Source: an optimization exercise on an open RTL-to-GDS flow (aim: small area). Production flows keep margins and buffers that such runs may drop. Only simulation tests tie the RTL to the original design; equivalence was not proved. Power figures rest on the tool's default switching activity, not on a simulated workload.

Setup of v38:
==> flow/design.v (excerpt) <==
module Top_Module_Controller_and_FIR(ADC,clk,Find_Setting, rst_n, LED_Drive,DC_Comp,LED_IR,LED_RED,PGA_Gain,Out_IR_Filtered,Out_RED_Filtered);
For scale: roughly 1700 cells after synthesis, about 68 I/O pins.
export LEC_CHECK = 0
export CAP_MARGIN = 20
export CORE_MARGIN = 2
export CORE_UTILIZATION = 60
export SLEW_MARGIN = 20
export SYNTH_HIERARCHICAL = 1
create_clock -name core_clock -period 10.0 [get_ports {clk}]
standard.sh (not shown) runs the stock make flow with config.mk's settings and CLKGATE_MAP_FILE= SYNTH_SCRIPT=/design/flow/synth_recipe.tcl, a recipe that flattens the netlist after the stock synthesis.
==> flow/flow/run.sh <==
#!/bin/bash
# Layout flow: the standard ORFS flow (standard.sh: the standard synthesis,
# floorplan, power grid, tap cells, placement, CTS, routing), with two settings
# passed to it through the environment:
#  - every port still gets its own buffer, but the smallest one (buf_1);
#  - the clock tree uses clkbuf_8 sink clusters and no dummy loads.
# The whole make output goes to flow_make.log in this folder; ORFS also writes
# each step's log under orfs/logs/.
set -euo pipefail
export BUFFER_PORTS_ARGS="-buffer_cell sky130_fd_sc_hd__buf_1"
export CTS_ARGS="-sink_clustering_enable -repair_clock_nets -dont_use_dummy_load -buf_list sky130_fd_sc_hd__clkbuf_16 -sink_clustering_size 30 -sink_clustering_max_diameter 45"
bash standard.sh finish > flow_make.log 2>&1
### v38 -> v54
Settings: CORE_UTILIZATION now 68, was 60.
--- a/flow/flow/run.sh
+++ b/flow/flow/run.sh
@@ -9,4 +9,4 @@
 set -euo pipefail
 export BUFFER_PORTS_ARGS="-buffer_cell sky130_fd_sc_hd__buf_1"
-export CTS_ARGS="-sink_clustering_enable -repair_clock_nets -dont_use_dummy_load -buf_list sky130_fd_sc_hd__clkbuf_16 -sink_clustering_size 30 -sink_clustering_max_diameter 45"
+export CTS_ARGS="-sink_clustering_enable -repair_clock_nets -dont_use_dummy_load -buf_list sky130_fd_sc_hd__clkbuf_16 -sink_clustering_size 32 -sink_clustering_max_diameter 80"
 bash standard.sh finish > flow_make.log 2>&1
Findings:
Clock buffer count from CTS: v54 < v38. What v54 reported for cell internal power dissipation has to be multiplied by 1.13 to get the figure for v38. On number of enable-type register cells in the synthesized netlist, v38 and v54 are basically level. | maximum clock frequency | v54 vs v38 | 0.94 MHz higher |. [compare] base=v38 new=v54: minimum clock period after layout went down 88 ps, growth of design area from synthesis to finish down 3.2 points. Count of plain and timing-repair buffers was higher in the run labelled v38. NOTE design area v38->v54 decreased by a few percent. v38 → v54: worst setup slack has increased; number of DRC violations after detailed-routing iteration 0 has increased; global-route track usage on met1 has increased.
[inputs] v57 vs v54
Settings: putting ABC_AREA at 1 where nothing was set.
--- a/flow/flow/run.sh
+++ b/flow/flow/run.sh
@@ -9,4 +9,4 @@
 set -euo pipefail
 export BUFFER_PORTS_ARGS="-buffer_cell sky130_fd_sc_hd__buf_1"
-export CTS_ARGS="-sink_clustering_enable -repair_clock_nets -dont_use_dummy_load -buf_list sky130_fd_sc_hd__clkbuf_16 -sink_clustering_size 32 -sink_clustering_max_diameter 80"
+export CTS_ARGS="-sink_clustering_enable -repair_clock_nets -dont_use_dummy_load -buf_list sky130_fd_sc_hd__clkbuf_8 -sink_clustering_size 18 -sink_clustering_max_diameter 60"
 bash standard.sh finish > flow_make.log 2>&1
Notes after the runs:
- Area added between synthesis and finish: v57 vs v54 down 0.31 points
- In the metrics for v57 and v54, the one carrying the higher worst hold slack is v54.
- v57 finished end to end and its layout was clean on timing, DRC and antenna.
- Higher clock power share among v57 and v54: v54
- Of v57 and v54, the run reporting the lower maximum fanout count along the critical path was v57.
- Comparing the two runs side by side, v57 comes out behind v54 on total power.
- Critical path depth (v57 / v54): 1.19
The inputs of v8 differ from those of v57 as listed below.
Settings: swapping 68 for 50 in CORE_UTILIZATION; clearing ABC_AREA, which used to be 1.
Results
- In the metrics for v8 and v57, the one carrying the higher half-perimeter wire length after placement is v57.
- Between v57 and v8, data required time at the worst endpoint increased.
- In the metrics for v8 and v57, the one carrying the lower routability congestion estimate from global placement is v8.
- Critical path depth (v8 / v57): 0.78
- Against v57, v8 reports a mean instance size in the synthesized netlist that is higher.
- v8 reports its cell with the largest stage delay on the worst path as fa_1 while v57 reports fa_2.
- Per the comparison of v8 with v57, longest individual stage delay on the worst path stayed essentially flat, synthesized cell area fell by about 1.2%, portion of netlist area occupied by mux cells rose by 1.7 points.

---

Top_Module_Controller_and_FIR, a different RTL version from the one above (not shown whole).
Size in the first run: roughly 520 flip-flops.
Settings: LEC_CHECK=0, CAP_MARGIN=20, CORE_MARGIN=2, CORE_UTILIZATION=70, SLEW_MARGIN=20, SYNTH_HIERARCHICAL=1; clock period 10.0 ns.
==> flow/flow/run.sh <==
#!/bin/bash
# Layout flow: the standard ORFS flow (standard.sh: the standard synthesis,
# floorplan, power grid, tap cells, placement, CTS, routing), with two settings
# passed to it through the environment:
#  - every port still gets its own buffer, but the smallest one (buf_1);
#  - the clock tree uses clkbuf_8 sink clusters and no dummy loads.
# The whole make output goes to flow_make.log in this folder; ORFS also writes
# each step's log under orfs/logs/.
set -euo pipefail
export BUFFER_PORTS_ARGS="-buffer_cell sky130_fd_sc_hd__buf_1"
export CTS_ARGS="-sink_clustering_enable -repair_clock_nets -dont_use_dummy_load -buf_list sky130_fd_sc_hd__clkbuf_8 -sink_clustering_size 20 -sink_clustering_max_diameter 50"
bash standard.sh finish > flow_make.log 2>&1
The first run finished with timing, DRC and antenna clean.
Rerun with:
--- a/flow/flow/run.sh
+++ b/flow/flow/run.sh
@@ -10,3 +10,3 @@
 export BUFFER_PORTS_ARGS="-buffer_cell sky130_fd_sc_hd__buf_1"
-export CTS_ARGS="-sink_clustering_enable -repair_clock_nets -dont_use_dummy_load -buf_list sky130_fd_sc_hd__clkbuf_8 -sink_clustering_size 20 -sink_clustering_max_diameter 50"
+export CTS_ARGS="-sink_clustering_enable -repair_clock_nets -dont_use_dummy_load -buf_list sky130_fd_sc_hd__clkbuf_8 -sink_clustering_size 18 -sink_clustering_max_diameter 60"
 bash standard.sh finish > flow_make.log 2>&1
--- a/flow/config.mk
+++ b/flow/config.mk
@@ -9,3 +9,4 @@
 export CORE_MARGIN = 2
-export CORE_UTILIZATION = 70
+export CORE_UTILIZATION = 60
+export GPL_TIMING_DRIVEN = 0
 export SLEW_MARGIN = 20
After rerunning: Combinational power rose by roughly a tenth. Hold slack gains 0.052 ns. Non-clock buffer count increases by 37. Clock skew falls by 0.050 ns. Synthesized cell count is unchanged.
Rerun with:
--- a/flow/config.mk
+++ b/flow/config.mk
@@ -10,3 +10,2 @@
 export CORE_UTILIZATION = 60
-export GPL_TIMING_DRIVEN = 0
 export SLEW_MARGIN = 20
Result: Sequential share of layout area climbs by 1.2 points; global-route usage is lower by 0.64 points; routed wire length falls by 2.2%; synthesized cell count is unchanged; non-clock buffer count decreases by 28.

---

Top_Module_Controller_and_FIR with an RTL version that a note above also has.
Size in the first run: roughly 510 flip-flops, about 68 I/O pins, roughly 21,000 µm² of cells after synthesis.
Settings: LEC_CHECK=0, CAP_MARGIN=0, CORE_MARGIN=2, CORE_UTILIZATION=60, SLEW_MARGIN=0, SYNTH_HIERARCHICAL=1; clock period 10.0 ns.
==> flow/flow/run.sh <==
#!/bin/bash
# Layout flow: the standard ORFS flow (standard.sh: the standard synthesis,
# floorplan, power grid, tap cells, placement, CTS, routing), with two settings
# passed to it through the environment:
#  - every port still gets its own buffer, but the smallest one (buf_1);
#  - the clock tree uses clkbuf_8 sink clusters and no dummy loads.
# The whole make output goes to flow_make.log in this folder; ORFS also writes
# each step's log under orfs/logs/.
set -euo pipefail
export BUFFER_PORTS_ARGS="-buffer_cell sky130_fd_sc_hd__buf_1"
export CTS_ARGS="-sink_clustering_enable -repair_clock_nets -dont_use_dummy_load -buf_list sky130_fd_sc_hd__clkbuf_8 -sink_clustering_size 18 -sink_clustering_max_diameter 60"
bash standard.sh finish > flow_make.log 2>&1
Next try:
--- a/flow/flow/run.sh
+++ b/flow/flow/run.sh
@@ -9,4 +9,4 @@
 set -euo pipefail
 export BUFFER_PORTS_ARGS="-buffer_cell sky130_fd_sc_hd__buf_1"
-export CTS_ARGS="-sink_clustering_enable -repair_clock_nets -dont_use_dummy_load -buf_list sky130_fd_sc_hd__clkbuf_8 -sink_clustering_size 18 -sink_clustering_max_diameter 60"
+export CTS_ARGS="-sink_clustering_enable -repair_clock_nets -dont_use_dummy_load -buf_list sky130_fd_sc_hd__clkbuf_4 -root_buf sky130_fd_sc_hd__clkbuf_8 -tree_buf sky130_fd_sc_hd__clkbuf_8 -sink_clustering_size 12 -sink_clustering_max_diameter 40"
 bash standard.sh finish > flow_make.log 2>&1
Settings changed: CAP_MARGIN 0 to 20, SLEW_MARGIN 0 to 20.
Outcome:
- design area went up by 0.38%
- combinational power grows by about 1%
- hold slack got worse by 11 ps
Next try:
--- a/flow/flow/run.sh
+++ b/flow/flow/run.sh
@@ -9,4 +9,4 @@
 set -euo pipefail
 export BUFFER_PORTS_ARGS="-buffer_cell sky130_fd_sc_hd__buf_1"
-export CTS_ARGS="-sink_clustering_enable -repair_clock_nets -dont_use_dummy_load -buf_list sky130_fd_sc_hd__clkbuf_4 -root_buf sky130_fd_sc_hd__clkbuf_8 -tree_buf sky130_fd_sc_hd__clkbuf_8 -sink_clustering_size 12 -sink_clustering_max_diameter 40"
+export CTS_ARGS="-sink_clustering_enable -repair_clock_nets -dont_use_dummy_load -buf_list sky130_fd_sc_hd__clkbuf_8 -sink_clustering_size 18 -sink_clustering_max_diameter 60"
 bash standard.sh finish > flow_make.log 2>&1
Settings changed: CORE_UTILIZATION 60 to 65.
The new run completed without violations. Worst setup slack improved by 44 ps. Die area went down by 7.5%. First-iteration DRC count rises by 20%. Wire length drops by 1.3%. Hold slack gains 34 ps. Power falls by 0.41%.
Next try:
Settings changed: CORE_UTILIZATION 65 to 68, GPL_ROUTABILITY_DRIVEN set to 0.
What happened: The new run completed with no timing, DRC or antenna violations. Clock-buffer cell count went down by 2. Synthesized cell count does not change. Total power went down by 1.1%. Via count hardly moves. Worst setup slack improved by 11 ps. Clock power went down by 3.5%. Design area went down by 0.56%. Non-clock buffer count went down by 5. Final cell count went down by 2.5%.

---

v11:
Starting RTL as in the previous note.
clock: 10.0 ns
lec_check: 0
cap_margin: 20
core_margin: 2
core_utilization: 60
slew_margin: 20
synth_hierarchical: 1
==> flow/flow/run.sh <==
#!/bin/bash
# Layout flow: the standard ORFS flow (standard.sh: the standard synthesis,
# floorplan, power grid, tap cells, placement, CTS, routing), with two settings
# passed to it through the environment:
#  - every port still gets its own buffer, but the smallest one (buf_1);
#  - the clock tree uses clkbuf_8 sink clusters and no dummy loads;
#  - timing-driven placement does not keep the buffers of its trial repairs.
# The whole make output goes to flow_make.log in this folder; ORFS also writes
# each step's log under orfs/logs/.
set -euo pipefail
export BUFFER_PORTS_ARGS="-buffer_cell sky130_fd_sc_hd__buf_1"
export CTS_ARGS="-sink_clustering_enable -repair_clock_nets -dont_use_dummy_load -buf_list sky130_fd_sc_hd__clkbuf_8 -sink_clustering_size 18 -sink_clustering_max_diameter 60"
export GPL_KEEP_OVERFLOW=0
bash standard.sh finish > flow_make.log 2>&1
v11 completed end to end with timing, DRC and antenna clean.
Inputs modified between v11 and v13:
Settings: a change of CORE_UTILIZATION from 60 to 75.
==> flow/flow/run.sh <==
#!/bin/bash
# Layout flow: the standard ORFS flow (standard.sh: the standard synthesis,
# floorplan, power grid, tap cells, placement, CTS, routing), with two settings
# passed to it through the environment:
#  - every port still gets its own buffer, but the smallest one (buf_1);
#  - the clock tree uses clkbuf_8 sink clusters and no dummy loads.
# The whole make output goes to flow_make.log in this folder; ORFS also writes
# each step's log under orfs/logs/.
set -euo pipefail
export BUFFER_PORTS_ARGS="-buffer_cell sky130_fd_sc_hd__buf_1"
export CTS_ARGS="-sink_clustering_enable -repair_clock_nets -dont_use_dummy_load -buf_list sky130_fd_sc_hd__clkbuf_8 -sink_clustering_size 18 -sink_clustering_max_diameter 60"
bash standard.sh finish > flow_make.log 2>&1
[summary]
v11 -> v13: fraction of the cycle the final worst path needs flat. v13: full flow OK, the timing, design-rule and antenna checks passed. Going from v11 to v13, depth of the worst register-to-register path climbed 3, hold slack climbed 18 ps.
diff inputs: v13 => v50
Settings: CORE_UTILIZATION: 75 -> 60.
Results
Count of buffers not belonging to the clock network in the layout went down by a few percent going from v13 to v50.
The maximum operating frequency was comparable across v50 and v13.
Final critical delay including setup and external delays (v50 over v13): increase, 26 ps
Compared with v13, the router placed fewer vias in v50.
The inputs of v40 differ from those of v50 as listed below.
Settings: CORE_UTILIZATION changed from 60 to 68.
## What came out
On total detailed-routing wirelength, v40 does better than v50. [compare] base=v50 new=v40: clock skew moved down; total via count in the routed design level; hold slack moved up.

==> afterwards: timing with drivers on the ports <==
No port has a modelled driver above. Below, the same layouts with a new extraction and two added sets of constraints. Step 1 (the two cells are an assumption about what drives the block):
set clk [get_ports {clk}]
set_driving_cell -lib_cell sky130_fd_sc_hd__clkbuf_16 $clk
set_driving_cell -lib_cell sky130_fd_sc_hd__buf_2 [delete_from_list [all_inputs] $clk]
Step 2 also shifts input and output timing later by t, the mid clock arrival at the registers, as if the neighbouring blocks saw the same clock. Slacks: ideal / step 1 / step 2; pairs: ideal / step 1.
| run | t, ns | setup WS [ns] | worst data-port slew with drivers (ns) |
|---|---|---|---|
| v38 | 0.613 | 0.285 / 0.285 / 0.285 | 0.04 |
| v54 | 0.589 | 0.373 / 0.373 / 0.373 | 0.03 |
| v57 | 0.617 | 0.384 / 0.384 / 0.384 | 0.03 |
| v8 | 0.641 | 0.326 / 0.326 / 0.326 | 0.03 |
| the first run of note 2 | 0.607 | 0.338 / 0.338 / 0.338 | 0.03 |
| the second run of note 2 | 0.659 | 0.234 / 0.234 / 0.234 | 0.08 |
| the third run of note 2 | 0.633 | 0.329 / 0.329 / 0.329 | 0.03 |
| the first run of note 3 | 0.642 | 0.259 / 0.259 / 0.259 | 0.04 |
| the second run of note 3 | 0.640 | 0.259 / 0.259 / 0.259 | 0.04 |
| the third run of note 3 | 0.611 | 0.303 / 0.303 / 0.303 | 0.04 |
| the fourth run of note 3 | 0.597 | 0.314 / 0.314 / 0.314 | 0.03 |
| v11 | 0.639 | 0.292 / 0.292 / 0.292 | 0.04 |
| v13 | 0.589 | 0.281 / 0.281 / 0.281 | 0.04 |
| v50 | 0.643 | 0.255 / 0.255 / 0.255 | 0.04 |
| v40 | 0.599 | 0.369 / 0.369 / 0.369 | 0.03 |
After both steps every run listed still meets setup and hold.
